Source: an optimization exercise on an open RTL-to-GDS flow (aim: small area and a short achievable clock period). Production flows keep margins and buffers that such runs may drop.
At most, simulation tests tie the RTL to the original design; equivalence was not proved.
The RTL of run 1 was laid out without a check of its function.
Power and IR drop assume default switching activity.

## flow/design.v (module list and top-level ports; edited modules follow where they fit)
// module alu_decode: 53 lines
// module int_alu: 20 lines
// module mul_s1: 984 lines
// module mul_s2: 126 lines
// module mul_fa: 4 lines
// module mul_bsel: 3 lines
// module mul_ha: 4 lines
// module vi_exe: 217 lines
// module res_sel: 3 lines
// module add16bk: 47 lines
module vi_exe(
input		clk_i,
input		rsn_i,
input		kill_i,
input	[31:0]	instr_i,
input	[31:0]	pc_i,
input	[31:0]	data_a_i,
input	[31:0]	data_b_i,
input	[4:0]	write_addr_i,
input		int_write_enable_i,
output	[31:0]	exe_result_o,
output		exe_illegal_o,
output	[4:0]	mult_wr_en_o,
output	[24:0]	mult_addr_o,
output	[31:0]	mult5_data_o,
output	[31:0]	mult5_instr_o,
output	[31:0]	mult5_pc_o);
  // ...
==> flow/flow/run.sh <==
#!/bin/bash
set -euo pipefail
export SETUP_SLACK_MARGIN=6.8
export BUFFER_PORTS_ARGS="-buffer_cell sky130_fd_sc_hd__buf_2"
bash standard.sh > standard.log 2>&1
==> flow/standard.sh <==
#!/bin/bash
# synth_recipe.tcl (not shown) runs the flow's synth.tcl, then flattens the netlist and writes it again
# the make line also repeats each setting of config.mk as NAME=value (left out here)
make -C /OpenROAD-flow-scripts/flow DESIGN_CONFIG=/design/flow/config.mk WORK_HOME=/design/flow/orfs CLKGATE_MAP_FILE= SYNTH_SCRIPT=/design/flow/synth_recipe.tcl "${@:-finish}"
==> flow/config.mk <==
export PLATFORM = sky130hd
export DESIGN_NAME = vi_exe
export DESIGN_NICKNAME = vi_exe
export VERILOG_FILES = /design/flow/design.v
export SDC_FILE = /design/flow/constraint.sdc
export NUM_CORES = 4
export LEC_CHECK = 0
export CAP_MARGIN = 20
export CORE_MARGIN = 2
export CORE_UTILIZATION = 40
export CTS_CLUSTER_DIAMETER = 80
export CTS_CLUSTER_SIZE = 28
export SLEW_MARGIN = 20
export SYNTH_HIERARCHICAL = 1
==> flow/constraint.sdc <==
create_clock -name core_clock -period 10.0 [get_ports {clk_i}]
set_input_delay 2.0000 -clock core_clock [delete_from_list [all_inputs] [get_ports {clk_i}]]
set_output_delay 2.0000 -clock core_clock [all_outputs]
set_load 0.01 [all_outputs]
==> results by group, run 1 <==
Synthesis
  • Asr flop ratio synth: 0%
  • Synth Cell Area: 35,800 µm²
  • Yosys Warn Count: 7
  • Simple-gate share of the synthesized area: 6.33%

Drt
  • Total vias in the final route: 22,200
  • Vias per cell: 5.20
  • WL met3: 7550 µm
  • Met1 WL: 40,400 µm
  • Iter 0 DRT Violations: 1,844
  • Routed WL: slightly above 90,000 µm

Global route
  • Number of global-route vias before repair: 22,000
  • Largest net degree at the start of global routing: 101

Placement
  • Post-DP HPWL: approximately 70,000 µm

Finish
  • Sequential cell count: 800
  • Core Util, Final: 43.9%
  • Fill count: 8,280
  • Area Overhead vs Synth: 8.62%

Timing
  • Fin crit share: a little under a third
  • Crit path time final: 3190 ps

Power and ir drop
  • Clock-net power: 2.11 mW
  • Design Power: 6.92 mW
  • Clock Power Share: 30.5%

Setup path
  • Top Family by Delay on Critical Path: adder cells
  • Arrival @ worst endpoint: 3670 ps
  • RR Endpoint: mult1_rb[69]
  • Crit Path Category: reg2reg
  • Critical-path top delay cell: fa_1
  • CP most frequent cell: fa_1

Status
  • Status: no timing/DRC/antenna violations

Clocking
  • Num Clock Sinks: 800
  • TritonCTS clock tree: done
  • Post-CTS resize count: between 40 and 50
  • Htree depth: 2

Worst hold path
  • Hold Path Class: reg2reg
==> module mul_s2, before the edit <==
module mul_s2(
input [31:0] ra_n,
input [86:0] rb_n,
output [31:0] x,
output [31:0] y);
wire s1, c2;
mul_ha u_s1 (.a(ra_n[4]), .b(rb_n[4]), .s(s1), .co(c2));
wire s3, c4;
mul_ha u_s3 (.a(ra_n[5]), .b(rb_n[7]), .s(s3), .co(c4));
wire s5, c6;
mul_fa u_s5 (.a(ra_n[6]), .b(rb_n[9]), .c(rb_n[10]), .s(s5), .co(c6));
wire s7, c8;
mul_fa u_s7 (.a(ra_n[7]), .b(rb_n[12]), .c(rb_n[13]), .s(s7), .co(c8));
wire s9, c10;
mul_fa u_s9 (.a(ra_n[8]), .b(rb_n[15]), .c(rb_n[16]), .s(s9), .co(c10));
wire s11, c12;
mul_fa u_s11 (.a(ra_n[9]), .b(rb_n[18]), .c(rb_n[19]), .s(s11), .co(c12));
wire s13, c14;
mul_fa u_s13 (.a(ra_n[10]), .b(rb_n[21]), .c(rb_n[22]), .s(s13), .co(c14));
wire s15, c16;
mul_fa u_s15 (.a(ra_n[11]), .b(rb_n[24]), .c(rb_n[25]), .s(s15), .co(c16));
wire s17, c18;
mul_fa u_s17 (.a(ra_n[12]), .b(rb_n[27]), .c(rb_n[28]), .s(s17), .co(c18));
wire s19, c20;
mul_fa u_s19 (.a(ra_n[13]), .b(rb_n[30]), .c(rb_n[31]), .s(s19), .co(c20));
wire s21, c22;
mul_fa u_s21 (.a(ra_n[14]), .b(rb_n[33]), .c(rb_n[34]), .s(s21), .co(c22));
wire s23, c24;
mul_fa u_s23 (.a(ra_n[15]), .b(rb_n[36]), .c(rb_n[37]), .s(s23), .co(c24));
wire s25, c26;
mul_fa u_s25 (.a(ra_n[16]), .b(rb_n[39]), .c(rb_n[40]), .s(s25), .co(c26));
wire s27, c28;
mul_fa u_s27 (.a(ra_n[17]), .b(rb_n[42]), .c(rb_n[43]), .s(s27), .co(c28));
wire s29, c30;
mul_fa u_s29 (.a(ra_n[18]), .b(rb_n[45]), .c(rb_n[46]), .s(s29), .co(c30));
wire s31, c32;
mul_fa u_s31 (.a(ra_n[19]), .b(rb_n[48]), .c(rb_n[49]), .s(s31), .co(c32));
wire s33, c34;
mul_fa u_s33 (.a(ra_n[20]), .b(rb_n[51]), .c(rb_n[52]), .s(s33), .co(c34));
wire s35, c36;
mul_fa u_s35 (.a(ra_n[21]), .b(rb_n[54]), .c(rb_n[55]), .s(s35), .co(c36));
wire s37, c38;
mul_fa u_s37 (.a(ra_n[22]), .b(rb_n[57]), .c(rb_n[58]), .s(s37), .co(c38));
wire s39, c40;
mul_fa u_s39 (.a(ra_n[23]), .b(rb_n[60]), .c(rb_n[61]), .s(s39), .co(c40));
wire s41, c42;
mul_fa u_s41 (.a(ra_n[24]), .b(rb_n[63]), .c(rb_n[64]), .s(s41), .co(c42));
wire s43, c44;
mul_fa u_s43 (.a(ra_n[25]), .b(rb_n[66]), .c(rb_n[67]), .s(s43), .co(c44));
wire s45, c46;
mul_fa u_s45 (.a(ra_n[26]), .b(rb_n[69]), .c(rb_n[70]), .s(s45), .co(c46));
wire s47, c48;
mul_fa u_s47 (.a(ra_n[27]), .b(rb_n[72]), .c(rb_n[73]), .s(s47), .co(c48));
wire s49, c50;
mul_fa u_s49 (.a(ra_n[28]), .b(rb_n[75]), .c(rb_n[76]), .s(s49), .co(c50));
wire s51, c52;
mul_fa u_s51 (.a(ra_n[29]), .b(rb_n[78]), .c(rb_n[79]), .s(s51), .co(c52));
wire s53, c54;
mul_fa u_s53 (.a(ra_n[30]), .b(rb_n[81]), .c(rb_n[82]), .s(s53), .co(c54));
wire s55, c56;
mul_fa u_s55 (.a(ra_n[31]), .b(rb_n[84]), .c(rb_n[85]), .s(s55), .co(c56));
wire s57, c58;
mul_ha u_s57 (.a(ra_n[2]), .b(rb_n[1]), .s(s57), .co(c58));
wire s59, c60;
mul_ha u_s59 (.a(ra_n[3]), .b(rb_n[3]), .s(s59), .co(c60));
wire s61, c62;
mul_fa u_s61 (.a(rb_n[5]), .b(rb_n[6]), .c(s1), .s(s61), .co(c62));
wire s63, c64;
mul_fa u_s63 (.a(rb_n[8]), .b(s3), .c(c2), .s(s63), .co(c64));
wire s65, c66;
mul_fa u_s65 (.a(rb_n[11]), .b(s5), .c(c4), .s(s65), .co(c66));
wire s67, c68;
mul_fa u_s67 (.a(rb_n[14]), .b(s7), .c(c6), .s(s67), .co(c68));
wire s69, c70;
mul_fa u_s69 (.a(rb_n[17]), .b(s9), .c(c8), .s(s69), .co(c70));
wire s71, c72;
mul_fa u_s71 (.a(rb_n[20]), .b(s11), .c(c10), .s(s71), .co(c72));
wire s73, c74;
mul_fa u_s73 (.a(rb_n[23]), .b(s13), .c(c12), .s(s73), .co(c74));
wire s75, c76;
mul_fa u_s75 (.a(rb_n[26]), .b(s15), .c(c14), .s(s75), .co(c76));
wire s77, c78;
mul_fa u_s77 (.a(rb_n[29]), .b(s17), .c(c16), .s(s77), .co(c78));
wire s79, c80;
mul_fa u_s79 (.a(rb_n[32]), .b(s19), .c(c18), .s(s79), .co(c80));
wire s81, c82;
mul_fa u_s81 (.a(rb_n[35]), .b(s21), .c(c20), .s(s81), .co(c82));
wire s83, c84;
mul_fa u_s83 (.a(rb_n[38]), .b(s23), .c(c22), .s(s83), .co(c84));
wire s85, c86;
mul_fa u_s85 (.a(rb_n[41]), .b(s25), .c(c24), .s(s85), .co(c86));
wire s87, c88;
mul_fa u_s87 (.a(rb_n[44]), .b(s27), .c(c26), .s(s87), .co(c88));
wire s89, c90;
mul_fa u_s89 (.a(rb_n[47]), .b(s29), .c(c28), .s(s89), .co(c90));
wire s91, c92;
mul_fa u_s91 (.a(rb_n[50]), .b(s31), .c(c30), .s(s91), .co(c92));
wire s93, c94;
mul_fa u_s93 (.a(rb_n[53]), .b(s33), .c(c32), .s(s93), .co(c94));
wire s95, c96;
mul_fa u_s95 (.a(rb_n[56]), .b(s35), .c(c34), .s(s95), .co(c96));
wire s97, c98;
mul_fa u_s97 (.a(rb_n[59]), .b(s37), .c(c36), .s(s97), .co(c98));
wire s99, c100;
mul_fa u_s99 (.a(rb_n[62]), .b(s39), .c(c38), .s(s99), .co(c100));
wire s101, c102;
mul_fa u_s101 (.a(rb_n[65]), .b(s41), .c(c40), .s(s101), .co(c102));
wire s103, c104;
mul_fa u_s103 (.a(rb_n[68]), .b(s43), .c(c42), .s(s103), .co(c104));
wire s105, c106;
mul_fa u_s105 (.a(rb_n[71]), .b(s45), .c(c44), .s(s105), .co(c106));
wire s107, c108;
mul_fa u_s107 (.a(rb_n[74]), .b(s47), .c(c46), .s(s107), .co(c108));
wire s109, c110;
mul_fa u_s109 (.a(rb_n[77]), .b(s49), .c(c48), .s(s109), .co(c110));
wire s111, c112;
mul_fa u_s111 (.a(rb_n[80]), .b(s51), .c(c50), .s(s111), .co(c112));
wire s113, c114;
mul_fa u_s113 (.a(rb_n[83]), .b(s53), .c(c52), .s(s113), .co(c114));
wire s115, c116;
mul_fa u_s115 (.a(rb_n[86]), .b(s55), .c(c54), .s(s115), .co(c116));
wire [31:0] x_n = {s115, s113, s111, s109, s107, s105, s103, s101, s99, s97, s95, s93, s91, s89, s87, s85, s83, s81, s79, s77, s75, s73, s71, s69, s67, s65, s63, s61, s59, rb_n[2], ra_n[1], ra_n[0]};
wire [31:0] y_n = {c114, c112, c110, c108, c106, c104, c102, c100, c98, c96, c94, c92, c90, c88, c86, c84, c82, c80, c78, c76, c74, c72, c70, c68, c66, c64, c62, c60, c58, s57, 1'b0, rb_n[0]};
assign x = x_n;
assign y = y_n;
endmodule
==> module vi_exe, before the edit <==
module vi_exe(
input		clk_i,
input		rsn_i,
input		kill_i,
input	[31:0]	instr_i,
input	[31:0]	pc_i,
input	[31:0]	data_a_i,
input	[31:0]	data_b_i,
input	[4:0]	write_addr_i,
input		int_write_enable_i,
output	[31:0]	exe_result_o,
output		exe_illegal_o,
output	[4:0]	mult_wr_en_o,
output	[24:0]	mult_addr_o,
output	[31:0]	mult5_data_o,
output	[31:0]	mult5_instr_o,
output	[31:0]	mult5_pc_o);
wire clr = !rsn_i || kill_i;
wire	[31:0]	d_x, d_y;
wire		d_sub, d_eq, d_sum, d_br, d_sll, d_sys, d_mul, d_illegal;
alu_decode alu_decode(
	.instr_i	(instr_i),
	.pc_i		(pc_i),
	.data_a_i	(data_a_i),
	.data_b_i	(data_b_i),
	.x_o		(d_x),
	.y_o		(d_y),
	.sub_o		(d_sub),
	.eq_o		(d_eq),
	.sum_o		(d_sum),
	.br_o		(d_br),
	.sll_o		(d_sll),
	.sys_o		(d_sys),
	.mul_o		(d_mul),
	.illegal_o	(d_illegal)
);
wire		mul_f3 = instr_i[14:12] == 3'b000;
wire	[32:0]	b_ext = {data_b_i, 1'b0};
wire	[15:0]	d_booth_one, d_booth_two, d_booth_neg;
genvar gj;
generate
	for (gj = 0; gj < 16; gj = gj + 1) begin : booth_enc
		assign d_booth_one[gj] = mul_f3 & (b_ext[2*gj+1] ^ b_ext[2*gj]);
		assign d_booth_two[gj] = mul_f3 & ((b_ext[2*gj+2] & ~b_ext[2*gj+1] & ~b_ext[2*gj]) |
		                                   (~b_ext[2*gj+2] & b_ext[2*gj+1] & b_ext[2*gj]));
		assign d_booth_neg[gj] = mul_f3 & b_ext[2*gj+2] & ~(b_ext[2*gj+1] & b_ext[2*gj]);
	end
endgenerate
reg	[31:0]	exe_instruction;
reg	[31:0]	exe_pc;
reg	[31:0]	exe_x;
reg	[31:0]	exe_y;
reg	[4:0]	exe_write_addr;
reg		exe_valid;
reg		exe_sub, exe_eq;
reg		exe_sum, exe_br, exe_sll, exe_sys, exe_mul_we, exe_ill;
reg	[15:0]	exe_booth_one, exe_booth_two, exe_booth_neg;
always @(posedge clk_i)
begin
	exe_instruction <= instr_i;
	exe_pc <= pc_i;
	exe_x <= d_x;
	exe_y <= d_y;
	exe_write_addr <= write_addr_i;
	exe_booth_one <= d_booth_one;
	exe_booth_two <= d_booth_two;
	exe_booth_neg <= d_booth_neg;
	exe_valid <= !clr;
	exe_sub <= d_sub;
	exe_eq <= d_eq;
	exe_sum <= !clr && d_sum;
	exe_br <= !clr && d_br;
	exe_sll <= !clr && d_sll;
	exe_sys <= !clr && d_sys;
	exe_mul_we <= !clr && d_mul && int_write_enable_i;	 
	exe_ill <= clr || d_illegal;
end
wire	[31:0]	alu_sum, alu_other;
wire		alu_sel_sum;
int_alu int_alu(
	.x_i		(exe_x),
	.y_i		(exe_y),
	.sub_i		(exe_sub),
	.eq_i		(exe_eq),
	.sum_i		(exe_sum),
	.br_i		(exe_br),
	.sll_i		(exe_sll),
	.sys_i		(exe_sys),
	.sum_o		(alu_sum),
	.sel_sum_o	(alu_sel_sum),
	.other_o	(alu_other)
);
wire	[31:0]	mul_ra;
wire	[87-1:0]	mul_rb;
mul_s1 mul_s1(
	.a		(exe_x),
	.b		(exe_y),
	.bone		(exe_booth_one),
	.btwo		(exe_booth_two),
	.bneg		(exe_booth_neg),
	.ra_n		(mul_ra),
	.rb_n		(mul_rb)
);
wire	[31:0]	exe_result_d;
wire		en = !clr;
genvar gi;
generate
	for (gi = 0; gi < 32; gi = gi + 1) begin : res_mux
		res_sel res_sel(.sum(alu_sum[gi]), .sel(alu_sel_sum), .other(alu_other[gi]),
		                .en(en), .y(exe_result_d[gi]));
	end
endgenerate
reg	[31:0]	exe_result;
reg		exe_illegal;
always @(posedge clk_i)
begin
	exe_result <= exe_result_d;
	exe_illegal <= clr ? 1'b0 : exe_ill;
end
assign exe_result_o = exe_result;
assign exe_illegal_o = exe_illegal;
reg	[31:0]	mult1_instruction;
reg	[31:0]	mult1_pc;
reg	[4:0]	mult1_write_addr;
reg		mult1_int_write_enable;
reg		mult1_valid;
reg		mult1_pk_sel;	 
reg	[31:0]	mult1_ra;
reg	[87-1:0]	mult1_rb;
always @(posedge clk_i)
begin
	mult1_instruction <= exe_instruction;
	mult1_pc <= exe_pc;
	mult1_write_addr <= exe_write_addr;
	mult1_int_write_enable <= !clr && exe_mul_we;
	mult1_pk_sel <= exe_mul_we;
	mult1_valid <= !clr && exe_valid;
	mult1_ra <= mul_ra;
	mult1_rb <= mul_rb;
end
wire	[31:0]	mul_x, mul_y;
mul_s2 mul_s2(
	.ra_n		(mult1_ra),
	.rb_n		(mult1_rb),
	.x		(mul_x),
	.y		(mul_y)
);
wire	[16:0]	mult1_lo = mul_x[15:0] + mul_y[15:0];
reg	[13:0]	mult2_pk, mult3_pk, mult4_pk;
reg	[17:0]	mult2_instr_mid, mult3_instr_mid, mult4_instr_mid;
reg	[1:0]	mult2_data_lo;
reg	[15:0]	mult2_x_hi, mult2_y_hi;
reg		mult2_carry;
reg	[17:0]	mult3_data_hi, mult4_data_hi;
reg	[31:0]	mult2_pc, mult3_pc, mult4_pc;
reg	[4:0]	mult2_write_addr, mult3_write_addr, mult4_write_addr;
reg		mult2_int_write_enable, mult3_int_write_enable, mult4_int_write_enable;
reg		mult2_valid, mult3_valid, mult4_valid;
wire	[15:0]	mult2_hi;
add16bk add16bk(
	.x	(mult2_x_hi),
	.y	(mult2_y_hi),
	.ci	(mult2_carry),
	.s	(mult2_hi)
);
always @(posedge clk_i)
begin
	mult2_pk <= mult1_pk_sel ? mult1_lo[13:0] :
	            {mult1_instruction[31:25], mult1_instruction[6:0]};
	mult2_instr_mid <= mult1_instruction[24:7];
	mult2_data_lo <= mult1_lo[15:14];
	mult2_x_hi <= mul_x[31:16];
	mult2_y_hi <= mul_y[31:16];
	mult2_carry <= mult1_lo[16];
	mult2_pc <= mult1_pc;
	mult2_write_addr <= mult1_write_addr;
	mult2_int_write_enable <= !clr && mult1_int_write_enable;
	mult2_valid <= !clr && mult1_valid;
	mult3_pk <= mult2_pk;
	mult3_instr_mid <= mult2_instr_mid;
	mult3_data_hi <= {mult2_hi, mult2_data_lo};
	mult3_pc <= mult2_pc;
	mult3_write_addr <= mult2_write_addr;
	mult3_int_write_enable <= !clr && mult2_int_write_enable;
	mult3_valid <= !clr && mult2_valid;
	mult4_pk <= mult3_pk;
	mult4_instr_mid <= mult3_instr_mid;
	mult4_data_hi <= mult3_data_hi;
	mult4_pc <= mult3_pc;
	mult4_write_addr <= mult3_write_addr;
	mult4_int_write_enable <= !clr && mult3_int_write_enable;
	mult4_valid <= !clr && mult3_valid;
end
wire		m5_load = !clr && mult4_valid;
reg	[31:0]	mult5_instruction;
reg	[31:0]	mult5_pc;
reg	[4:0]	mult5_write_addr;
reg		mult5_int_write_enable;
reg	[31:0]	mult5_int_write_data;
always @(posedge clk_i)
begin
	mult5_instruction <= !m5_load ? 32'b0 :
		{mult4_int_write_enable ? 7'b0000001 : mult4_pk[13:7], mult4_instr_mid,
		 mult4_int_write_enable ? 7'b0110011 : mult4_pk[6:0]};
	mult5_pc <= m5_load ? mult4_pc : 32'b0;
	mult5_write_addr <= mult4_write_addr;
	mult5_int_write_enable <= !clr && mult4_int_write_enable;
	mult5_int_write_data <= {mult4_data_hi, mult4_pk};
end
assign mult_wr_en_o = {mult5_int_write_enable, mult4_int_write_enable, mult3_int_write_enable,
                       mult2_int_write_enable, mult1_int_write_enable};
assign mult_addr_o = {mult5_write_addr, mult4_write_addr, mult3_write_addr,
                      mult2_write_addr, mult1_write_addr};
assign mult5_data_o = mult5_int_write_data;
assign mult5_instr_o = mult5_instruction;
assign mult5_pc_o = mult5_pc;
endmodule
==> inputs of run 2 (changes only) <==
--- a/flow/design.v
+++ b/flow/design.v
@@ -1048,31 +1048,31 @@
 mul_fa u_s357 (.a(s253), .b(c248), .c(s255), .s(s357), .co(c358));
 wire s359, c360;
 mul_fa u_s359 (.a(s257), .b(c250), .c(c252), .s(s359), .co(c360));
 wire s361, c362;
 mul_fa u_s361 (.a(s259), .b(c254), .c(s261), .s(s361), .co(c362));
 wire s363, c364;
 mul_fa u_s363 (.a(s263), .b(c256), .c(c258), .s(s363), .co(c364));
 assign ra_n = {s361, s357, s353, s349, s345, s341, s337, s333, s329, s325, s321, s317, s313, s309, s305, s301, s297, s293, s289, s285, s281, s277, s273, bneg4, p2_3, p2_2, p0_5, p0_4, p0_3, p0_2, p0_1, p0_0};
-assign rb_n = {c360, c358, s363, c356, c354, s359, c352, c350, s355, c348, c346, s351, c344, c342, s347, c340, c338, s343, c336, c334, s339, c332, c330, s335, c328, c326, s331, c324, c322, s327, c320, c318, s323, c316, c314, s319, c312, c310, s315, c308, c306, s311, c304, c302, s307, c300, c298, s303, c296, c294, s299, c292, c290, s295, c288, c286, s291, c284, c282, s287, c280, c278, s283, c276, c274, s279, c272, c270, s275, c268, s271, s269, c266, s267, p3_1, s265, bneg3, p3_0, p2_1, p1_3, bneg2, p2_0, p1_2, p1_1, bneg1, p1_0, bneg0};
+assign rb_n = {c360, c358, s363, c356, c354, s359, c352, c350, s355, c348, c346, s351, c344, c342, s347, c340, c338, s343, c336, c334, s339, c332, c330, s335, c328, c326, s331, c324, c322, s327, c320, c318, s323, c316, c314, s319, c312, c310, s315, c308, c306, s311, c304, c302, s307, c300, c298, s303, c296, c294, s299, c292, c290, s295, c288, c286, s291, c284, c282, s287, c280, c278, s283, c276, c274, s279, c272, c270, s275, c268, s271, s269, c266, s267, s265, p3_1, bneg3, p3_0, p2_1, p1_3, bneg2, p2_0, p1_2, p1_1, bneg1, p1_0, bneg0};
 endmodule
 module mul_s2(
 input [31:0] ra_n,
 input [86:0] rb_n,
 output [31:0] x,
 output [31:0] y);
 wire s1, c2;
 mul_ha u_s1 (.a(ra_n[4]), .b(rb_n[4]), .s(s1), .co(c2));
 wire s3, c4;
 mul_ha u_s3 (.a(ra_n[5]), .b(rb_n[7]), .s(s3), .co(c4));
 wire s5, c6;
 mul_fa u_s5 (.a(ra_n[6]), .b(rb_n[9]), .c(rb_n[10]), .s(s5), .co(c6));
 wire s7, c8;
-mul_fa u_s7 (.a(ra_n[7]), .b(rb_n[12]), .c(rb_n[13]), .s(s7), .co(c8));
+mul_fa u_s7 (.a(ra_n[7]), .b(rb_n[11]), .c(rb_n[13]), .s(s7), .co(c8));
 wire s9, c10;
 mul_fa u_s9 (.a(ra_n[8]), .b(rb_n[15]), .c(rb_n[16]), .s(s9), .co(c10));
 wire s11, c12;
 mul_fa u_s11 (.a(ra_n[9]), .b(rb_n[18]), .c(rb_n[19]), .s(s11), .co(c12));
 wire s13, c14;
 mul_fa u_s13 (.a(ra_n[10]), .b(rb_n[21]), .c(rb_n[22]), .s(s13), .co(c14));
 wire s15, c16;
 mul_fa u_s15 (.a(ra_n[11]), .b(rb_n[24]), .c(rb_n[25]), .s(s15), .co(c16));
@@ -1120,17 +1120,17 @@
 mul_ha u_s57 (.a(ra_n[2]), .b(rb_n[1]), .s(s57), .co(c58));
 wire s59, c60;
 mul_ha u_s59 (.a(ra_n[3]), .b(rb_n[3]), .s(s59), .co(c60));
 wire s61, c62;
 mul_fa u_s61 (.a(rb_n[5]), .b(rb_n[6]), .c(s1), .s(s61), .co(c62));
 wire s63, c64;
 mul_fa u_s63 (.a(rb_n[8]), .b(s3), .c(c2), .s(s63), .co(c64));
 wire s65, c66;
-mul_fa u_s65 (.a(rb_n[11]), .b(s5), .c(c4), .s(s65), .co(c66));
+mul_fa u_s65 (.a(rb_n[12]), .b(s5), .c(c4), .s(s65), .co(c66));
 wire s67, c68;
 mul_fa u_s67 (.a(rb_n[14]), .b(s7), .c(c6), .s(s67), .co(c68));
 wire s69, c70;
 mul_fa u_s69 (.a(rb_n[17]), .b(s9), .c(c8), .s(s69), .co(c70));
 wire s71, c72;
 mul_fa u_s71 (.a(rb_n[20]), .b(s11), .c(c10), .s(s71), .co(c72));
 wire s73, c74;
 mul_fa u_s73 (.a(rb_n[23]), .b(s13), .c(c12), .s(s73), .co(c74));
@@ -1315,32 +1315,34 @@
 assign exe_illegal_o = exe_illegal;
 reg	[31:0]	mult1_instruction;
 reg	[31:0]	mult1_pc;
 reg	[4:0]	mult1_write_addr;
 reg		mult1_int_write_enable;
 reg		mult1_valid;
 reg		mult1_pk_sel;	 
 reg	[31:0]	mult1_ra;
-reg	[87-1:0]	mult1_rb;
+reg	[87-1:14]	mult1_rb;
 always @(posedge clk_i)
 begin
-	mult1_instruction <= exe_instruction;
+	mult1_instruction[24:7] <= exe_instruction[24:7];
+	{mult1_instruction[31:25], mult1_instruction[6:0]} <= exe_mul_we ? mul_rb[13:0] :
+		{exe_instruction[31:25], exe_instruction[6:0]};
 	mult1_pc <= exe_pc;
 	mult1_write_addr <= exe_write_addr;
 	mult1_int_write_enable <= !clr && exe_mul_we;
 	mult1_pk_sel <= exe_mul_we;
 	mult1_valid <= !clr && exe_valid;
 	mult1_ra <= mul_ra;
-	mult1_rb <= mul_rb;
+	mult1_rb <= mul_rb[87-1:14];
 end
 wire	[31:0]	mul_x, mul_y;
 mul_s2 mul_s2(
 	.ra_n		(mult1_ra),
-	.rb_n		(mult1_rb),
+	.rb_n		({mult1_rb, mult1_instruction[31:25], mult1_instruction[6:0]}),
 	.x		(mul_x),
 	.y		(mul_y)
 );
 wire	[16:0]	mult1_lo = mul_x[15:0] + mul_y[15:0];
 reg	[13:0]	mult2_pk, mult3_pk, mult4_pk;
 reg	[17:0]	mult2_instr_mid, mult3_instr_mid, mult4_instr_mid;
 reg	[1:0]	mult2_data_lo;
 reg	[15:0]	mult2_x_hi, mult2_y_hi;
==> run 2 against run 1 <==
Effect of this change: setup slack improved by 38 ps; flip-flop and latch count decreased by 14; area after synthesis decreased by 0.32%; via count rose by 0.62%; critical endpoint is now mult1_rb[72]; largest cell class unchanged.
==> results by group, run 2 <==
Synthesis
  • Syn nets: 3,448
  • Largest cells by area after synthesis: dfxtp_1, fa_1, xor2_1
  • Post-synth EDFFs: 0
  • Largest area contributor in the netlist: dfxtp_1
  • Post-synthesis compound-gate area fraction: 12.8%
  • Most frequent cell after synthesis: dfxtp_1
  • Synth Area in Adders: 16.1%
  • Asr flop ratio synth: 0% (unchanged)
  • Synth Cell Area: 35,700 µm² (-0.32%)
  • Fraction of the yosys area taken by sequential cells: 44.1%
  • Yosys top cell area share: 44.1%
  • Yosys reg bits: 786
  • Cells after synthesis: 2,985
  • Syn_area_per_cell: 12.0 µm²
  • Yosys Warn Count: 7 (unchanged)
  • Largest family of logic cells by synthesized area: adder cells
  • Mux cell area share after synthesis: under 10%
  • Post-synth top flop: dfxtp_1
  • Count of distinct cell types in the synthesized netlist: 87
  • Simple-gate share of the synthesized area: 6.35% (+0.020 points)
  • Top cells by count, synth: dfxtp_1, xor2_1, a22o_1, fa_1, buf_4
  • Xor and xnor area share after synthesis: 9.52%

Global route
  • Largest net degree at the start of global routing: 63 (-38%)
  • GRT Overall Usage: 20.0%
  • Number of global-route vias before repair: 22,200 (+0.76%)
  • First-pass GRT wire length: about 140,000 µm
  • Initial antenna violation count: 10
  • Total gr overflow: 0

Flow run
  • # Max-Cap Violations: 0

Setup path
  • Crit Path Category: reg2reg
  • CP Launch Type: register
  • Crit. End Element: register
  • Arrival @ worst endpoint: 3640 ps (-30 ps)
  • Origin of the critical flop-to-flop path: exe_booth_neg[1]
  • CP required: around 10,000 ps
  • RR Endpoint: mult1_rb[72]
  • CP max FO: 16
  • R2R setup slack: 6850 ps
  • R2r worst-path depth: 7

Power and ir drop
  • Comb power frac: 18.5%
  • P_leak: 17.7 nW
  • Pwr Density: 175 nW/µm²
  • Part of the power in registers: 52.6%
  • Switch share: slightly below 30%
  • Clock Power Share: 28.8% (-1.7 points)
  • Switching power: 2.00 mW
  • Max VDD drop: between 0.15 and 0.2 mV
  • Internal: 4.78 mW

Drt
  • Routed WL: 94,800 µm (+2.0%)
  • DR DRC count: 0
  • Iter 0 DRT Violations: 1,995 (+8.2%)
  • Initial DRT Pass Iterations: 5
  • Total vias in the final route: 22,300 (+0.62%)
  • Vias per cell: 5.21 (+0.15%)
  • Final ANT Viol Nets: 0
  • Drt wl/cell: about 22 µm

Floorplanning
  • Core Area: just under 90,000 µm²
  • DIE AREA: around 92,000 µm²
  • Chip Width: 303 µm
  • Row cnt: 109
  • Die height: approximately 300 µm
  • Number of placed I/O pins: between 200 and 300
  • Initial Util: 40.4%

Placement
  • PortBufs: 295
  • Post-DP HPWL: 70,200 µm (+1.8%)
  • GP Congestion: roughly 0.95
  • Dpl ws: 6250 ps

Finish
  • Layout Nets: 3,557
  • Layout cells sized above 1: 20.2%
  • Reg with most FFs: mult1_rb
  • Multi-input logic area: 17,600 µm²
  • Area Overhead vs Synth: 8.62% (about the same)
  • Commonest cells after routing, fill and taps aside: dfxtp_1, xor2_1, buf_2, a22o_1, fa_1
  • Sequential cell area: 15,800 µm²
  • Most common cell after layout, fill and taps aside: dfxtp_1
  • Max FFs per register: 73
  • Fill count: 8,296 (+0.19%)

Worst hold path
  • Hold path depth: 0
  • Worst Hold Launch: mult1_pc[26]
  • Hold Path Class: reg2reg
  • Worst hold endpoint: mult2_pc[26]

Timing
  • Final TNS setup: 0 ps
  • Worst-Margin Slew: 1050 ps
  • Crit path time final: 3150 ps (-37.9 ps)
  • Fmax: 318 MHz
  • PnR worst setup slack: 6850 ps
  • Clock Skews: around 46 ps
  • Worst rel slew slack: around 30%
  • Endpoints failing hold: 0
  • Max-slew violations: 0
  • Fin crit share: 31.5% (-0.38 points)
  • WHS: 301 ps
  • Final setup viols: 0
  • RSZ-0062 raised after global routing: yes

Clocking
  • Clock-pin slew on the worst setup and hold paths: 110 ps
  • Clk buf depth: 3
  • Num Clock Sinks: 786 (-1.8%)
  • Hold_buf cts: 0
  • CTS Buf Count: 42
  • TritonCTS clock tree: done
  • Worst-Skew Late Latency: 650 ps
  • Htree depth: 2 (unchanged)
  • CTS root buf: clkbuf_16

Status
  • Status: no timing/DRC/antenna violations
==> run 2: worst max-delay path, stage by stage (launching register included) <==
cell,delay (ps)
dfxtp_2,360
buf_12,160
xor2_2,170
a22o_1,240
fa_1,570
fa_1,470
fa_1,580
fa_1,420
==> run 2: per-stage QoR <==
step | util (%) | total power [mW] | instance area (µm²) | cells
after floorplan | - | 4.60 | 35700 | 2985
after global placement | 41.4 | 4.86 | 36600 | 4180
after detailed placement | 41.4 | 4.87 | 36600 | 4180
after CTS | 43.3 | 6.83 | 38300 | 4249
after global routing | 43.8 | 7.12 | 38800 | 4285
final | 43.9 | 6.78 | 38800 | 4286
==> run 2: cell type report <==
cell class	count	share of cell area [%]
clock inverters	21	0.865
flip-flops and latches	786	40.8
well taps	1165	3.76
inverters	31	0.300
multi-input cells	1854	45.4
repair buffers	379	6.11
diodes	6	0.0387
clock buffers	44	2.76
==> run 2: repair_timing <==
| action | 4_1_cts | 5_1_grt |
|---|---|---|
| gates cloned | 3 | 4 |
| buffers inserted | 1 | 27 |
| setup endpoints to repair | 35 | 26 |
| hold endpoints to repair | 0 | 0 |
| pin swaps | 1 | 13 |
| resized for setup | 45 | 46 |
==> run 2: cells by family (layout without fill, tap and decap cells) <==
logic type / Yosys count / count (layout)
mux: 113 / 113
flops: 786 / 786
other cells: 1 / 7
simple gates: 431 / 432
buf+inv: 346 / 475
fa+ha+maj: 326 / 326
compound gates: 595 / 595
xor+xnor: 387 / 387
==> run 2: worst max path at each step <==
stage / startpoint / endpoint / slack (ps) / cells past startpoint
6_report: exe_booth_neg[1] / mult1_rb[72] / 6850 / 7
5_1_grt: exe_y[1] / exe_result[25] / 6770 / 12
4_1_cts: exe_booth_neg[4] / mult1_rb[75] / 6800 / 7
3_5_place_dp: kill_i / mult5_instruction[30] / 6250 / 5
3_3_place_gp: kill_i / mult5_pc[26] / 6310 / 4
2_1_floorplan: exe_booth_one[0] / mult1_rb[72] / 6820 / 6
==> run 2: metal layers <==
metal	vias up	routed length, µm	track usage (%)
met3	152	6670	3.61
met4	8	2700	6.37
li1	10300	-	-
met1	11100	41400	27.2
met2	766	44000	32.3
met5	-	36	0
==> run 2: power by group through the flow <==
| stage | Clock [mW] | Combinational, mW | Sequential, mW |
|---|---|---|---|
| floorplan | 0 | 0.968 | 3.63 |
| global placement | 0 | 1.21 | 3.64 |
| detailed placement | 0 | 1.22 | 3.65 |
| CTS | 2.02 | 1.23 | 3.58 |
| global route | 2.14 | 1.39 | 3.60 |
| finish | 1.95 | 1.26 | 3.57 |
==> run 2: modules after synthesis (local to each module, per instance), a selection <==
module    flops+latches  copies in the design  cells
vi_exe              786                     1   1159
mul_s1                0                     1    455
int_alu               0                     1    456
add16bk               0                     1     65
mul_ha                0                    30      1
res_sel               0                    32      2
mul_bsel              0                   272      1
==> inputs of run 3 (changes only) <==
==> flow/flow/run.sh (replaced) <==
#!/bin/bash
set -euo pipefail
export SETUP_SLACK_MARGIN=6.8
export PRE_GLOBAL_PLACE_TCL="$PWD/flow/ports.tcl"
export BUFFER_PORTS_ARGS="-inputs -buffer_cell sky130_fd_sc_hd__buf_1"
bash standard.sh > standard.log 2>&1
==> flow/flow/ports.tcl (new file) <==
# Run before global placement: buffer the outputs with buf_2 here; the flow's
# own buffer_ports call (BUFFER_PORTS_ARGS) then buffers the inputs with buf_1.
buffer_ports -outputs -buffer_cell sky130_fd_sc_hd__buf_2
==> run 3 against run 2 <==
Effect of this change: non-clock buffer count shrank 181; via count is 3.4% lower; still clean; maximum frequency shrank 0.20%; critical path depth did not move.
==> results by group, run 3 <==
Setup path
  • Critical-path top delay cell: fa_1
  • CP max FO: 17 (+1)
  • Top Family by Delay on Critical Path: adder cells
  • Crit. End Element: register
  • R2R setup slack: 6850 ps (about the same)
  • Crit Path Category: reg2reg
  • Crit path buf inv count: 1 (unchanged)
  • CP most frequent cell: fa_1
  • R2r worst-path depth: 7 (unchanged)
  • CP Launch Type: register
  • RR Endpoint: mult1_rb[75]
  • CP required: 10,510 ps (+20 ps)
  • Max incr delay on CP: 610 ps (+30 ps)
  • Crit path cell chain: buf_12 -> xor2_1 -> a22o_1 -> fa_1 -> fa_1 -> fa_1 -> fa_1
  • Origin of the critical flop-to-flop path: exe_booth_neg[0]
  • Arrival @ worst endpoint: 3660 ps (+20 ps)

Finish
  • Area Overhead vs Synth: 5.44%
  • Most common cell after layout, fill and taps aside: dfxtp_1
  • Layout Nets: 3,375 (-5.1%)
  • Fill count: 8,317 (+0.25%)
  • Multi-input logic area: 17,500 µm² (-0.33%)
  • Commonest cells after routing, fill and taps aside: dfxtp_1, xor2_1, a22o_1, fa_1, buf_1
  • Core Util, Final: 42.6% (-1.3 points)
  • Sequential cell area: 15,800 µm² (about the same)
  • Layout cells sized above 1: 10.6% (-9.7 points)
  • Reg with most FFs: mult1_rb
  • Max FFs per register: 73 (unchanged)

Synthesis
  • Syn nets: 3,448 (unchanged)
  • Fraction of the yosys area taken by sequential cells: 44.1% (unchanged)
  • Most frequent cell after synthesis: dfxtp_1
  • Post-synth top flop: dfxtp_1
  • Largest cells by area after synthesis: dfxtp_1, fa_1, xor2_1
  • Yosys reg bits: 786 (unchanged)
  • Largest area contributor in the netlist: dfxtp_1
  • Yosys Warn Count: 7 (unchanged)
  • Cells after synthesis: 2,985 (unchanged)
  • Count of distinct cell types in the synthesized netlist: 87 (unchanged)
  • Syn_area_per_cell: 12.0 µm² (unchanged)
  • Yosys top cell area share: 44.1% (unchanged)
  • Synth Cell Area: 35,700 µm² (unchanged)
  • Top cells by count, synth: dfxtp_1, xor2_1, a22o_1, fa_1, buf_4
  • Post-synth EDFFs: 0 (unchanged)
  • Asr flop ratio synth: 0% (unchanged)

Timing
  • Final TNS setup: 0 ps (unchanged)
  • Clock Skews: 38.3 ps (-7.86 ps)
  • Max-slew violations: 0 (unchanged)
  • Crit path time final: 3150 ps (+6.25 ps)
  • Fin crit share: 31.5% (+0.063 points)
  • Worst-Margin Slew: 948 ps (-107 ps)
  • Fmax: 317 MHz (-0.20%)
  • RSZ-0062 raised after global routing: yes
  • Worst rel slew slack: 36.2% (+6.6 points)
  • Endpoints failing hold: 0 (unchanged)
  • Final setup viols: 0 (unchanged)

Clocking
  • Htree depth: 2 (unchanged)
  • Num Clock Sinks: 786 (unchanged)
  • Clock-pin slew on the worst setup and hold paths: 100 ps (about the same)
  • Worst-Skew Late Latency: 650 ps (about the same)
  • Clk buf depth: 3 (unchanged)
  • Hold_buf cts: 0 (unchanged)
  • TritonCTS clock tree: done
  • CTS root buf: clkbuf_16
  • CTS Buf Count: 42 (unchanged)

Global route
  • Grt met1 use: 27.1% (-0.16 points)
  • Busiest layer in global routing: met2
  • Total gr overflow: 0 (unchanged)
  • Initial antenna violation count: 10 (unchanged)
  • Met2 Usage GRT: 32.0% (-0.27 points)
  • Number of global-route vias before repair: 21,400 (-3.4%)
  • Met3 Usage GRT: 3.72% (+0.11 points)
  • First-pass GRT wire length: 137,000 µm (-1.1%)
  • GRT Overall Usage: 19.9% (-0.12 points)
  • Largest net degree at the start of global routing: 101 (+60%)

Drt
  • Iter 0 DRT Violations: 1,673 (-16%)
  • Total vias in the final route: 21,600 (-3.4%)
  • Routed WL: 93,300 µm (-1.6%)
  • Final ANT Viol Nets: 0 (unchanged)
  • Initial DRT Pass Iterations: 5 (unchanged)
  • DR DRC count: 0 (unchanged)
  • Vias per cell: 5.26 (+1.0%)
  • Drt wl/cell: 22.8 µm (+2.9%)

Status
  • Status: no timing/DRC/antenna violations

Power and ir drop
  • P_leak: 16.4 nW (-7.3%)
  • Clock Power Share: 29.8% (+1.0 points)
  • Comb power frac: 17.1% (-1.4 points)
  • Pwr Density: 180 nW/µm² (+3.1%)
  • Switch share: 29.7% (+0.23 points)
  • Part of the power in registers: 53.1% (+0.5 points)
  • Design Power: 6.79 mW (about the same)
  • Switching power: 2.01 mW (+0.87%)
  • Max VDD drop: 0.179 mV (-4.8%)
  • Internal: 4.77 mW (-0.25%)

Floorplanning
  • Core Area: 88,400 µm² (unchanged)
  • Number of placed I/O pins: 296 (unchanged)
  • Die height: 303 µm (unchanged)
  • DIE AREA: 91,600 µm² (unchanged)
  • Row cnt: 109 (unchanged)
  • Chip Width: 303 µm (unchanged)
  • Initial Util: 40.4% (unchanged)

Worst hold path
  • Hold Path Class: reg2reg
  • Worst Hold Launch: mult3_data_hi[11]
  • Worst hold endpoint: mult4_data_hi[11]
  • Hold path depth: 0 (unchanged)

Placement
  • Post-DP HPWL: 69,400 µm (-1.1%)
  • GP Congestion: 0.981 (+3.2%)
  • PortBufs: 295 (unchanged)

Flow run
  • # Max-Cap Violations: 0 (unchanged)
run 3: worst max path at each step:
stage | cells past startpoint | from | endpoint
4_1_cts | 5 | exe_booth_one[6] | mult1_ra[31]
5_1_grt | 12 | exe_x[5] | exe_result[25]
3_3_place_gp | 6 | rsn_i | mult5_instruction[30]
2_1_floorplan | 6 | exe_booth_one[0] | mult1_rb[72]
6_report | 7 | exe_booth_neg[0] | mult1_rb[75]
3_5_place_dp | 6 | kill_i | mult5_instruction[26]
run 3: power by group through the flow:
stage               logic (mW)  clock network [mW]  registers (mW)
CTS                       1.15                2.09            3.62
floorplan                0.968                   0            3.63
global placement          1.14                   0            3.68
detailed placement        1.14                   0            3.68
global route              1.28                2.19            3.64
finish                    1.16                2.02            3.60
run 3: timing repair:
item | CTS | global route
buffers inserted | 0 | 6
endpoints found under the setup margin | 38 | 26
pin swaps | 1 | 12
resized for setup | 47 | 47
gates cloned | 1 | 4
run 3: cell type report:
cell class                      count  share of cell area [%]
Sequential cell                   786                    42.0
Timing Repair Buffer              198                    3.32
Clock buffer                       43                    2.80
Inverter                           31                   0.309
Antenna cell                        2                  0.0133
Clock inverter                     21                    1.07
Multi-Input combinational cell   1853                    46.6
Tap cell                         1165                    3.87
run 3: cell families (layout without fill, tap and decap cells):
| logic type | after synthesis | count (layout) | synth area share [%] |
|---|---|---|---|
| AO/OA/AOI/OAI | 595 | 595 | 12.8 |
| XOR/XNOR | 387 | 387 | 9.52 |
| adder cells (fa/ha/maj) | 326 | 326 | 16.1 |
| buffers and inverters | 346 | 293 | 6.98 |
| flip-flops | 786 | 786 | 44.1 |
| multiplexers | 113 | 113 | 4.13 |
| other | 1 | 3 | 0.0105 |
| AND/OR/NAND/NOR | 431 | 431 | 6.35 |
run 3: per-layer routing:
metal | part of all wire [%] | wire (µm)
met5 | 0.068 | 63
met4 | 3.3 | 3060
met3 | 6.9 | 6480
met2 | 46 | 43200
met1 | 43 | 40500
run 3: through the flow:
step                area (µm²)  setup slack, ps  hold slack [ps]  std cells
floorplan                35700             6820              310       2985
global placement         35700             6130              309       4022
detailed placement       35700             6110              312       4022
CTS                      37300             6780              304       4087
global route             37600             6780              309       4099
finish                   37600             6850              312       4099
run 3: modules after synthesis (local to each module, per instance):
module / cells / area (µm²)
add16bk: 65 / 588
mul_s2: 65 / 484
vi_exe: 1159 / 18300
mul_fa: 1 / 20.0
res_sel: 2 / 11.3
mul_s1: 455 / 3900
mul_ha: 1 / 12.5
int_alu: 456 / 3480
mul_bsel: 1 / 8.76
alu_decode: 209 / 1640
==> inputs of run 4 (changes only) <==
==> flow/flow/run.sh (replaced) <==
#!/bin/bash
set -euo pipefail
export SETUP_SLACK_MARGIN=6.8
export POST_GLOBAL_PLACE_TCL="$PWD/flow/ports.tcl"
export BUFFER_PORTS_ARGS="-buffer_cell sky130_fd_sc_hd__buf_2"
bash standard.sh > standard.log 2>&1
==> flow/flow/ports.tcl (replaced) <==
# Run after global placement (POST_GLOBAL_PLACE_TCL): the flow's buffer_ports
# gave every port a buf_2; the input ports' buffers become buf_1 (the
# resizer may size them up again where timing needs it).
foreach inst [get_cells input*] {
  if {[get_property [get_lib_cells -of_objects $inst] name] == "sky130_fd_sc_hd__buf_2"} {
    replace_cell $inst sky130_fd_sc_hd__buf_1
  }
}
==> run 4 against run 3 <==
Effect of this change: setup slack gained 2.6 ps; routed wire length grew 0.89%; clock skew increased by 5.1 ps; final area rose by 1.9%; via count up 2.6%; first-iteration DRC count rose by 17%; total power shrank 0.81%; core utilization is 0.80 points higher; highest routed layer unchanged.
==> results by group, run 4 <==
Synthesis
  • Asr flop ratio synth: 0% (unchanged)
  • Synth Cell Area: 35,700 µm² (unchanged)
  • Syn nets: 3,448 (unchanged)
  • Top cells by count, synth: dfxtp_1, xor2_1, a22o_1, fa_1, buf_4
  • Post-synth top flop: dfxtp_1
  • Largest area contributor in the netlist: dfxtp_1
  • Cells after synthesis: 2,985 (unchanged)
  • Yosys reg bits: 786 (unchanged)
  • Largest cells by area after synthesis: dfxtp_1, fa_1, xor2_1
  • Most frequent cell after synthesis: dfxtp_1
  • Count of distinct cell types in the synthesized netlist: 87 (unchanged)
  • Yosys top cell area share: 44.1% (unchanged)
  • Fraction of the yosys area taken by sequential cells: 44.1% (unchanged)
  • Post-synth EDFFs: 0 (unchanged)
  • Syn_area_per_cell: 12.0 µm² (unchanged)
  • Yosys Warn Count: 7 (unchanged)

Drt
  • Final ANT Viol Nets: 0 (unchanged)
  • Routed WL: 94,200 µm (+0.89%)
  • Initial DRT Pass Iterations: 6 (+1)
  • Drt wl/cell: 22.1 µm (-3.0%)
  • DR DRC count: 0 (unchanged)
  • Total vias in the final route: 22,100 (+2.6%)
  • Iter 0 DRT Violations: 1,956 (+17%)
  • Vias per cell: 5.19 (-1.3%)

Setup path
  • R2r worst-path depth: 6 (-1)
  • Arrival @ worst endpoint: 3650 ps (about the same)
  • Crit. End Element: register
  • CP max FO: 10 (-7)
  • Crit Path Category: reg2reg
  • CP required: 10,500 ps (about the same)
  • CP Launch Type: register

Timing
  • WHS: 292 ps (-20.7 ps)
  • Fmax: 317 MHz (about the same)
  • Final TNS setup: 0 ps (unchanged)
  • Worst-Margin Slew: 1120 ps (+172 ps)
  • Max-slew violations: 0 (unchanged)
  • Fin crit share: 31.5% (about the same)
  • Endpoints failing hold: 0 (unchanged)
  • Clock Skews: 43.4 ps (+5.10 ps)
  • PnR worst setup slack: 6850 ps (+2.64 ps)
  • RSZ-0062 raised after global routing: yes
  • Final setup viols: 0 (unchanged)
  • Worst rel slew slack: 25.3% (-11 points)
  • Crit path time final: 3150 ps (-2.64 ps)

Flow run
  • # Max-Cap Violations: 0 (unchanged)

Clocking
  • Clk buf depth: 3 (unchanged)
  • TritonCTS clock tree: done
  • Htree depth: 2 (unchanged)
  • Num Clock Sinks: 786 (unchanged)
  • CTS root buf: clkbuf_16
  • CTS Buf Count: 41 (-2.4%)
  • Clock-pin slew on the worst setup and hold paths: 110 ps (about the same)
  • Worst-Skew Late Latency: 640 ps (about the same)

Status
  • Status: no timing/DRC/antenna violations

Finish
  • Max FFs per register: 73 (unchanged)
  • Most common cell after layout, fill and taps aside: dfxtp_1
  • Area Overhead vs Synth: 7.42%
  • Final cell count without fillers: 4,263 (+4.0%)
  • Commonest cells after routing, fill and taps aside: dfxtp_1, xor2_1, a22o_1, fa_1, buf_2
  • Reg with most FFs: mult1_rb
  • Layout Nets: 3,538 (+4.8%)
  • Layout cells sized above 1: 15.1% (+4.5 points)

Placement
  • Post-DP HPWL: 70,200 µm (+1.2%)
  • Dpl ws: 6190 ps (+78.2 ps)
  • PortBufs: 295 (unchanged)
  • Dpl cells: 4,180 (+3.9%)

Floorplanning
  • DIE AREA: 91,600 µm² (unchanged)
  • Chip Width: 303 µm (unchanged)
  • Core Area: 88,400 µm² (unchanged)
  • Die height: 303 µm (unchanged)
  • Row cnt: 109 (unchanged)
  • Initial Util: 40.4% (unchanged)
  • Number of placed I/O pins: 296 (unchanged)

Power and ir drop
  • Design Power: 6.73 mW (-0.81%)
  • Max VDD drop: 0.182 mV (+1.4%)
  • P_leak: 17.2 nW (+4.8%)
  • Pwr Density: 176 nW/µm² (-2.6%)

Global route
  • Largest net degree at the start of global routing: 63 (-38%)
  • Total gr overflow: 0 (unchanged)
  • First-pass GRT wire length: 139,000 µm (+1.3%)
  • GRT Overall Usage: 20.1% (+0.25 points)
  • Number of global-route vias before repair: 22,200 (+3.6%)
  • Initial antenna violation count: 9 (-1)

Worst hold path
  • Hold Path Class: reg2reg
  • Hold path depth: 0 (unchanged)
## run 4: cell counts after synthesis
No cell type changed its count.
## run 4: cell families (layout without fill, tap and decap cells)
group / Yosys count / count (layout) / share of synthesized area, %
AOI/OAI and AO/OA: 595 / 595 / 12.8
xor gates and xnor gates: 387 / 387 / 9.52
adders and majority gates: 326 / 326 / 16.1
buffers and inverters: 346 / 454 / 6.98
DFF: 786 / 786 / 44.1
muxes: 113 / 113 / 4.13
other: 1 / 6 / 0.0105
and+or+nand+nor: 431 / 431 / 6.35
## run 4: Yosys stat by module, one instance, submodules excluded
module      flip-flops and latches  cell area (µm²)
add16bk                          0              588
alu_decode                       0             1640
int_alu                          0             3480
mul_bsel                         0             8.76
mul_fa                           0             20.0
mul_ha                           0             12.5
mul_s1                           0             3900
mul_s2                           0              484
res_sel                          0             11.3
vi_exe                         786            18300
## run 4: worst max-delay path: stages, from the launching register on
cell     delay, ps
dfxtp_2        570
xor2_1         220
a22o_1         200
fa_1           460
fa_1           530
fa_1           590
fa_1           410
## run 4: path summary, 6_finish.rpt
| check | endpoint | slack, ps | from |
|---|---|---|---|
| setup / recovery | mult1_rb[75] | 6850 | exe_x[23] |
| hold / removal | mult2_pc[26] | 290 | mult1_pc[26] |
| hold reg to reg | mult2_pc[26] | 290 | mult1_pc[26] |
| setup reg to reg | mult1_rb[75] | 6850 | exe_x[23] |
## run 4: what timing repair did
action | 4_1_cts | 5_1_grt
setup endpoints to repair | 34 | 23
cloned | 3 | 2
setup buffers | 1 | 11
pin swaps | 0 | 13
resized for setup | 41 | 38
hold buffers | 0 | 0
## run 4: power by group
| part | switching (mW) | internal [mW] |
|---|---|---|
| sequential | 0.143 | 3.43 |
| combinational | 0.731 | 0.500 |
| clock | 1.11 | 0.815 |
| total | 1.99 | 4.75 |
## run 4: cell type report
type	instances	area [µm²]
repair buffers	362	2020
multi-input cells	1853	17600
clock buffers	44	1040
fillers	8409	50000
diodes	5	12.5
flip-flops and latches	786	15800
well taps	1165	1460
inverters	31	116
clock inverters	17	317
## run 4: metal layers
metal	up-vias	part of all wire (%)	routed length, µm	track usage, %
li1	10300	-	-	-
met1	10900	44	41100	27.5
met2	783	46	43700	32.7
met3	139	7.4	6940	3.86
met4	8	2.5	2330	5.37
met5	-	0.054	51	0
## run 4: through the flow
stage	utilization, %	instance area [µm²]
2_1_floorplan	-	35700
3_3_place_gp	41.4	36600
3_5_place_dp	41.3	36500
4_1_cts	43.0	38000
5_1_grt	43.4	38300
6_report	43.4	38300
==> inputs of run 5 (changes only) <==
--- a/flow/config.mk
+++ b/flow/config.mk
@@ -10,5 +10,6 @@
 export CORE_UTILIZATION = 40
 export CTS_CLUSTER_DIAMETER = 80
 export CTS_CLUSTER_SIZE = 28
+export PLACE_DENSITY = 0.75
 export SLEW_MARGIN = 20
 export SYNTH_HIERARCHICAL = 1
==> run 5 against run 4 <==
Effect of this change: still clean on timing, DRC and antenna; area after synthesis did not move; core utilization rose by 0.17 points; via count rose by 0.84%; sequential power barely moved; total power rose by 1.8%; critical endpoint is now mult1_ra[30]; highest routed layer unchanged.
==> results by group, run 5 <==
Status
  • Status: no timing/DRC/antenna violations

Timing
  • Fin crit share: 31.8% (+0.30 points)
  • Endpoints failing hold: 0 (unchanged)
  • Max-slew violations: 0 (unchanged)
  • Worst-Margin Slew: 1060 ps (-55.7 ps)
  • Final setup viols: 0 (unchanged)
  • Final TNS setup: 0 ps (unchanged)
  • Fmax: 314 MHz (-0.94%)
  • Worst rel slew slack: 29.1% (+3.7 points)
  • Clock Skews: 37.9 ps (-5.49 ps)
  • Crit path time final: 3180 ps (+29.8 ps)
  • RSZ-0062 raised after global routing: yes

Global route
  • Initial antenna violation count: 18 (+9)
  • Number of global-route vias before repair: 22,200 (-0.045%)
  • Largest net degree at the start of global routing: 78 (+24%)
  • First-pass GRT wire length: 134,000 µm (-3.1%)
  • GRT Overall Usage: 19.4% (-0.70 points)
  • Total gr overflow: 0 (unchanged)

Finish
  • Area Overhead vs Synth: 7.83%
  • Layout Nets: 3,531 (-0.20%)
  • Layout cells sized above 1: 15.4% (+0.38 points)
  • Most common cell after layout, fill and taps aside: dfxtp_1
  • Max FFs per register: 73 (unchanged)
  • Reg with most FFs: mult1_rb
  • Multi-input logic area: 17,600 µm² (unchanged)
  • Fill count: 8,120 (-3.4%)
  • Commonest cells after routing, fill and taps aside: dfxtp_1, xor2_1, a22o_1, fa_1, buf_2
  • Sequential cell area: 15,800 µm² (about the same)

Floorplanning
  • Row cnt: 109 (unchanged)
  • DIE AREA: 91,600 µm² (unchanged)
  • Die height: 303 µm (unchanged)
  • Chip Width: 303 µm (unchanged)
  • Core Area: 88,400 µm² (unchanged)
  • Number of placed I/O pins: 296 (unchanged)
  • Initial Util: 40.4% (unchanged)

Drt
  • Total vias in the final route: 22,300 (+0.84%)
  • Routed WL: 91,800 µm (-2.5%)
  • Vias per cell: 5.24 (+0.96%)
  • Final ANT Viol Nets: 0 (unchanged)
  • Drt wl/cell: 21.6 µm (-2.3%)
  • Iter 0 DRT Violations: 1,847 (-5.6%)
  • DR DRC count: 0 (unchanged)
  • Initial DRT Pass Iterations: 6 (unchanged)

Synthesis
  • Post-synth EDFFs: 0 (unchanged)
  • Yosys top cell area share: 44.1% (unchanged)
  • Yosys Warn Count: 7 (unchanged)
  • Largest cells by area after synthesis: dfxtp_1, fa_1, xor2_1
  • Syn nets: 3,448 (unchanged)
  • Yosys reg bits: 786 (unchanged)
  • Count of distinct cell types in the synthesized netlist: 87 (unchanged)
  • Largest area contributor in the netlist: dfxtp_1
  • Synth Cell Area: 35,700 µm² (unchanged)
  • Top cells by count, synth: dfxtp_1, xor2_1, a22o_1, fa_1, buf_4
  • Asr flop ratio synth: 0% (unchanged)
  • Post-synth top flop: dfxtp_1
  • Most frequent cell after synthesis: dfxtp_1
  • Fraction of the yosys area taken by sequential cells: 44.1% (unchanged)
  • Syn_area_per_cell: 12.0 µm² (unchanged)
  • Cells after synthesis: 2,985 (unchanged)

Power and ir drop
  • Max VDD drop: 0.161 mV (-12%)
  • Design Power: 6.85 mW (+1.8%)
  • P_leak: 17.2 nW (+0.16%)
  • Pwr Density: 178 nW/µm² (+1.4%)

Setup path
  • Arrival @ worst endpoint: 3730 ps (+80 ps)
  • Crit Path Category: reg2reg
  • R2R setup slack: 6820 ps (-30 ps)
  • CP max FO: 15 (+5)
  • CP required: 10,550 ps (+50 ps)
  • CP Launch Type: register
  • Crit. End Element: register

Placement
  • Post-DP HPWL: 68,000 µm (-3.2%)
  • PortBufs: 295 (unchanged)

Clocking
  • Worst-Skew Late Latency: 660 ps (+20 ps)
  • Htree depth: 2 (unchanged)
  • CTS Buf Count: 43 (+4.9%)
  • Clk buf depth: 3 (unchanged)
  • Num Clock Sinks: 786 (unchanged)
  • TritonCTS clock tree: done
  • Clock-pin slew on the worst setup and hold paths: 100 ps (about the same)
  • CTS root buf: clkbuf_16

Flow run
  • # Max-Cap Violations: 0 (unchanged)

Worst hold path
  • Hold Path Class: reg2reg
-- run 5: worst max-delay path: stages (launching register included) --
cell and delay, ps:
dfxtp_1 320, buf_4 340, xor2_1 230, a22o_1 190, fa_1 440, fa_1 630
fa_1 460, fa_1 440
-- run 5: cells by family after synthesis --
family	count (synthesis)	share of synthesized area, %
buffers and inverters	346	6.98
flip-flops	786	44.1
other	1	0.0105
AO/OA/AOI/OAI	595	12.8
multiplexers	113	4.13
adder cells (fa/ha/maj)	326	16.1
XOR/XNOR	387	9.52
AND/OR/NAND/NOR	431	6.35
-- run 5: layout make-up --
type | count | area share, %
multi-input cells | 1853 | 45.7
flip-flops and latches | 786 | 41.1
repair buffers | 353 | 5.21
well taps | 1165 | 3.79
clock buffers | 44 | 2.81
clock inverters | 21 | 1.09
inverters | 31 | 0.302
diodes | 5 | 0.0325
-- run 5: layer usage --
| layer | track usage (%) | vias up | wire (µm) |
|---|---|---|---|
| li1 | - | 10300 | - |
| met1 | 24.2 | 10900 | 36900 |
| met2 | 31.0 | 897 | 42600 |
| met3 | 6.35 | 225 | 8840 |
| met4 | 7.98 | 22 | 3390 |
| met5 | 0 | - | 146 |
-- run 5: where the power goes --
group | leakage (nW) | switching, mW | internal, mW
logic | 9.95 | 0.716 | 0.496
clock network | 0.719 | 1.17 | 0.893
registers | 6.55 | 0.151 | 3.43
total | 17.2 | 2.03 | 4.82
-- run 5: path summary, 6_finish.rpt --
path / from / end / cells past startpoint
worst min register to register: mult3_pc[27] / mult4_pc[27] / 0
worst max-delay path: exe_x[14] / mult1_ra[30] / 7
worst max register to register: exe_x[14] / mult1_ra[30] / 7
worst min-delay path: mult3_pc[27] / mult4_pc[27] / 0
-- run 5: timing repair --
action	4_1_cts	5_1_grt
hold buffers	0	0
pin swaps	0	12
setup endpoints to repair	21	30
setup buffers	1	4
resized for setup	38	63
gates cloned	0	5
-- run 5: per-stage QoR --
stage               cell area [µm²]  instances  setup slack, ps  util (%)  hold slack (ps)
floorplan                     35700       2985             6820         -              310
CTS                           38100       4244             6800      43.1              325
detailed placement            36500       4178             6310      41.3              312
finish                        38500       4258             6820      43.5              313
global placement              36600       4176             6420      41.4              310
global route                  38500       4258             6780      43.5              329
-- run 5: modules after synthesis, one instance, submodules excluded --
module / times used / flops+latches / cells / area [µm²]
vi_exe: 1 / 786 / 1159 / 18300
mul_s1: 1 / 0 / 455 / 3900
int_alu: 1 / 0 / 456 / 3480
alu_decode: 1 / 0 / 209 / 1640
add16bk: 1 / 0 / 65 / 588
mul_s2: 1 / 0 / 65 / 484
mul_fa: 210 / 0 / 1 / 20.0
mul_ha: 30 / 0 / 1 / 12.5
res_sel: 32 / 0 / 2 / 11.3
mul_bsel: 272 / 0 / 1 / 8.76
==> inputs of run 6 (changes only) <==
--- a/flow/config.mk
+++ b/flow/config.mk
@@ -7,9 +7,8 @@
 export LEC_CHECK = 0
 export CAP_MARGIN = 20
 export CORE_MARGIN = 2
-export CORE_UTILIZATION = 40
+export CORE_UTILIZATION = 55
 export CTS_CLUSTER_DIAMETER = 80
 export CTS_CLUSTER_SIZE = 28
-export PLACE_DENSITY = 0.75
 export SLEW_MARGIN = 20
 export SYNTH_HIERARCHICAL = 1
==> run 6 against run 5 <==
Effect of this change: still clean on timing, DRC and antenna; final area is 1.5% lower; clock skew is 14 ps lower; clock power decreased by 8%; combinational power hardly changed; routed wire length grew 2.0%; largest power group unchanged.
==> results by group, run 6 <==
Status
  • Status: no timing/DRC/antenna violations

Power and ir drop
  • P_leak: 17.1 nW (-0.45%)
  • Comb power frac: 17.9% (+0.2 points)
  • Max VDD drop: 0.202 mV (+26%)
  • Switching power: 1.91 mW (-6.0%)
  • Switch share: 28.6% (-1.1 points)
  • Clock Power Share: 28.4% (-1.6 points)
  • Pwr Density: 176 nW/µm² (-0.97%)
  • Internal: 4.77 mW (-0.99%)
  • Part of the power in registers: 53.7% (+1.4 points)

Timing
  • PnR worst setup slack: 6850 ps (+32.5 ps)
  • Crit path time final: 3150 ps (-32.5 ps)
  • Fin crit share: 31.5% (-0.32 points)
  • Worst rel slew slack: 31.4% (+2.3 points)
  • Worst-Margin Slew: 1030 ps (-35.1 ps)
  • Max-slew violations: 0 (unchanged)
  • Final setup viols: 0 (unchanged)
  • RSZ-0062 raised after global routing: yes
  • Endpoints failing hold: 0 (unchanged)
  • Fmax: 318 MHz (+1.0%)
  • Final TNS setup: 0 ps (unchanged)
  • Clock Skews: 24.4 ps (-13.6 ps)

Synthesis
  • Most frequent cell after synthesis: dfxtp_1
  • Largest area contributor in the netlist: dfxtp_1
  • Asr flop ratio synth: 0% (unchanged)
  • Post-synth EDFFs: 0 (unchanged)
  • Syn_area_per_cell: 12.0 µm² (unchanged)
  • Syn nets: 3,448 (unchanged)
  • Count of distinct cell types in the synthesized netlist: 87 (unchanged)
  • Post-synth top flop: dfxtp_1
  • Synth Cell Area: 35,700 µm² (unchanged)
  • Yosys reg bits: 786 (unchanged)
  • Cells after synthesis: 2,985 (unchanged)
  • Yosys Warn Count: 7 (unchanged)
  • Yosys top cell area share: 44.1% (unchanged)
  • Top cells by count, synth: dfxtp_1, xor2_1, a22o_1, fa_1, buf_4
  • Largest cells by area after synthesis: dfxtp_1, fa_1, xor2_1
  • Fraction of the yosys area taken by sequential cells: 44.1% (unchanged)

Setup path
  • CP required: 10,480 ps (-70 ps)
  • Crit Path Category: reg2reg
  • CP max FO: 17 (+2)
  • Crit. End Element: register
  • Arrival @ worst endpoint: 3630 ps (-100 ps)
  • CP Launch Type: register

Floorplanning
  • Row cnt: 93 (-15%)
  • Number of placed I/O pins: 296 (unchanged)
  • Initial Util: 55.4% (+15 points)
  • DIE AREA: 66,900 µm² (-27%)
  • Chip Width: 259 µm (-15%)
  • Core Area: 64,300 µm² (-27%)
  • Die height: 259 µm (-15%)

Worst hold path
  • Hold Path Class: reg2reg

Clocking
  • Htree depth: 2 (unchanged)
  • Hold_buf cts: 0 (unchanged)
  • CTS Buf Count: 39 (-9.3%)
  • Clock-pin slew on the worst setup and hold paths: 110 ps (about the same)
  • Num Clock Sinks: 786 (unchanged)
  • Worst-Skew Late Latency: 600 ps (-60 ps)
  • Clk buf depth: 3 (unchanged)
  • CTS root buf: clkbuf_16
  • TritonCTS clock tree: done

Drt
  • Final ANT Viol Nets: 0 (unchanged)
  • DR DRC count: 0 (unchanged)
  • Vias per cell: 5.70 (+8.7%)
  • Iter 0 DRT Violations: 1,883 (+1.9%)
  • Drt wl/cell: 23.8 µm (+10%)
  • Total vias in the final route: 22,400 (+0.47%)
  • Routed WL: 93,700 µm (+2.0%)
  • Initial DRT Pass Iterations: 5 (-1)

Finish
  • Layout cells sized above 1: 15.0% (-0.48 points)
  • Commonest cells after routing, fill and taps aside: dfxtp_1, xor2_1, a22o_1, fa_1, buf_2
  • Reg with most FFs: mult1_rb
  • Max FFs per register: 73 (unchanged)
  • Final cell count without fillers: 3,937 (-7.5%)
  • Fill count: 5,400 (-33%)
  • Layout Nets: 3,527 (-0.11%)
  • Area Overhead vs Synth: 6.19%
  • Most common cell after layout, fill and taps aside: dfxtp_1

Flow run
  • # Max-Cap Violations: 0 (unchanged)

Global route
  • Initial antenna violation count: 2 (-16)
  • First-pass GRT wire length: 139,000 µm (+3.3%)
  • Total gr overflow: 0 (unchanged)
  • Largest net degree at the start of global routing: 99 (+27%)
  • Number of global-route vias before repair: 22,800 (+2.9%)
  • GRT Overall Usage: 27.3% (+7.9 points)

Placement
  • PortBufs: 295 (unchanged)
  • Post-DP HPWL: 69,600 µm (+2.4%)
  • Dpl ws: 6170 ps (-139 ps)
  • Dpl cells: 3,869 (-7.4%)
==> run 6: what timing repair did <==
item / CTS / global route
pin swaps: 0 / 1
hold endpoints to repair: 0 / 0
cloned: 1 / 4
setup buffers: 0 / 4
endpoints found under the setup margin: 30 / 32
gates resized for setup: 40 / 45
==> run 6: layout make-up <==
cell class              instances  area, µm²  area share (%)
well taps                     855       1070            2.82
diodes                          1       2.50         0.00661
repair buffers                353       1990            5.26
multi-input cells            1853      17600            46.4
clock inverters                14        270           0.713
inverters                      31        116           0.307
flip-flops and latches        786      15800            41.7
clock buffers                  44       1050            2.76
==> run 6: power by group through the flow <==
| stage | registers, mW | clock network, mW | logic, mW |
|---|---|---|---|
| after floorplan | 3.63 | 0 | 0.968 |
| after global routing | 3.62 | 2.05 | 1.31 |
| final | 3.59 | 1.90 | 1.20 |
| after global placement | 3.65 | 0 | 1.17 |
| after CTS | 3.60 | 1.95 | 1.18 |
| after detailed placement | 3.67 | 0 | 1.17 |
==> run 6: per-module statistics from Yosys, one instance, submodules excluded, a selection <==
module      times used  flops+latches  cells inside  cell area (µm²)
mul_bsel           272              0             1             8.76
mul_s2               1              0            65              484
alu_decode           1              0           209             1640
vi_exe               1            786          1159            18300
add16bk              1              0            65              588
mul_fa             210              0             1             20.0
res_sel             32              0             2             11.3
==> run 6: cells by family (layout without fill, tap and decap cells) <==
logic type | count (synthesis) | count (layout) | share of synthesized area [%]
xor gates and xnor gates | 387 | 387 | 9.52
AOI/OAI and AO/OA | 595 | 595 | 12.8
buffers and inverters | 346 | 442 | 6.98
muxes | 113 | 113 | 4.13
adders and majority gates | 326 | 326 | 16.1
other | 1 | 2 | 0.0105
DFF | 786 | 786 | 44.1
and+or+nand+nor | 431 | 431 | 6.35
==> run 6: metal layers <==
metal / track usage (%) / wire length, µm / part of all wire, % / up-vias
met5: 0 / 8 / 0.0085 / -
met1: 36.8 / 40300 / 43 / 11200
met3: 3.54 / 5470 / 5.8 / 170
met4: 8.70 / 2920 / 3.1 / 2
li1: - / - / - / 10200
met2: 45.8 / 45000 / 48 / 817
==> run 6: through the flow <==
stage	util [%]	area [µm²]	hold slack, ps	power (mW)
floorplan	-	35700	310	4.60
global placement	56.3	36200	310	4.82
detailed placement	56.1	36100	312	4.84
CTS	58.4	37600	331	6.73
global route	58.9	37900	329	6.99
finish	58.9	37900	327	6.68
==> run 6: path summary, 6_finish.rpt <==
path                         start           end  slack [ps]  cells past startpoint
setup reg to reg  exe_booth_neg[0]  mult1_rb[75]        6850                      7
setup / recovery  exe_booth_neg[0]  mult1_rb[75]        6850                      7
hold reg to reg        mult1_pc[3]   mult2_pc[3]         330                      0
hold / removal         mult1_pc[3]   mult2_pc[3]         330                      0
==> run 6: critical path: stages, from the launching register on <==
cell and delay (ps):
dfxtp_2 360, buf_12 160, xor2_1 180, a22o_1 240, fa_1 560, fa_1 470
fa_1 600, fa_1 430

Check on run 6: ideal ports give 6.851 ns setup slack; a clkbuf_16 on the clock port and buf_2 on the inputs give 6.791 ns; moving port delays by the midpoint clock arrival (0.657 ns) as well gives 6.226 ns.
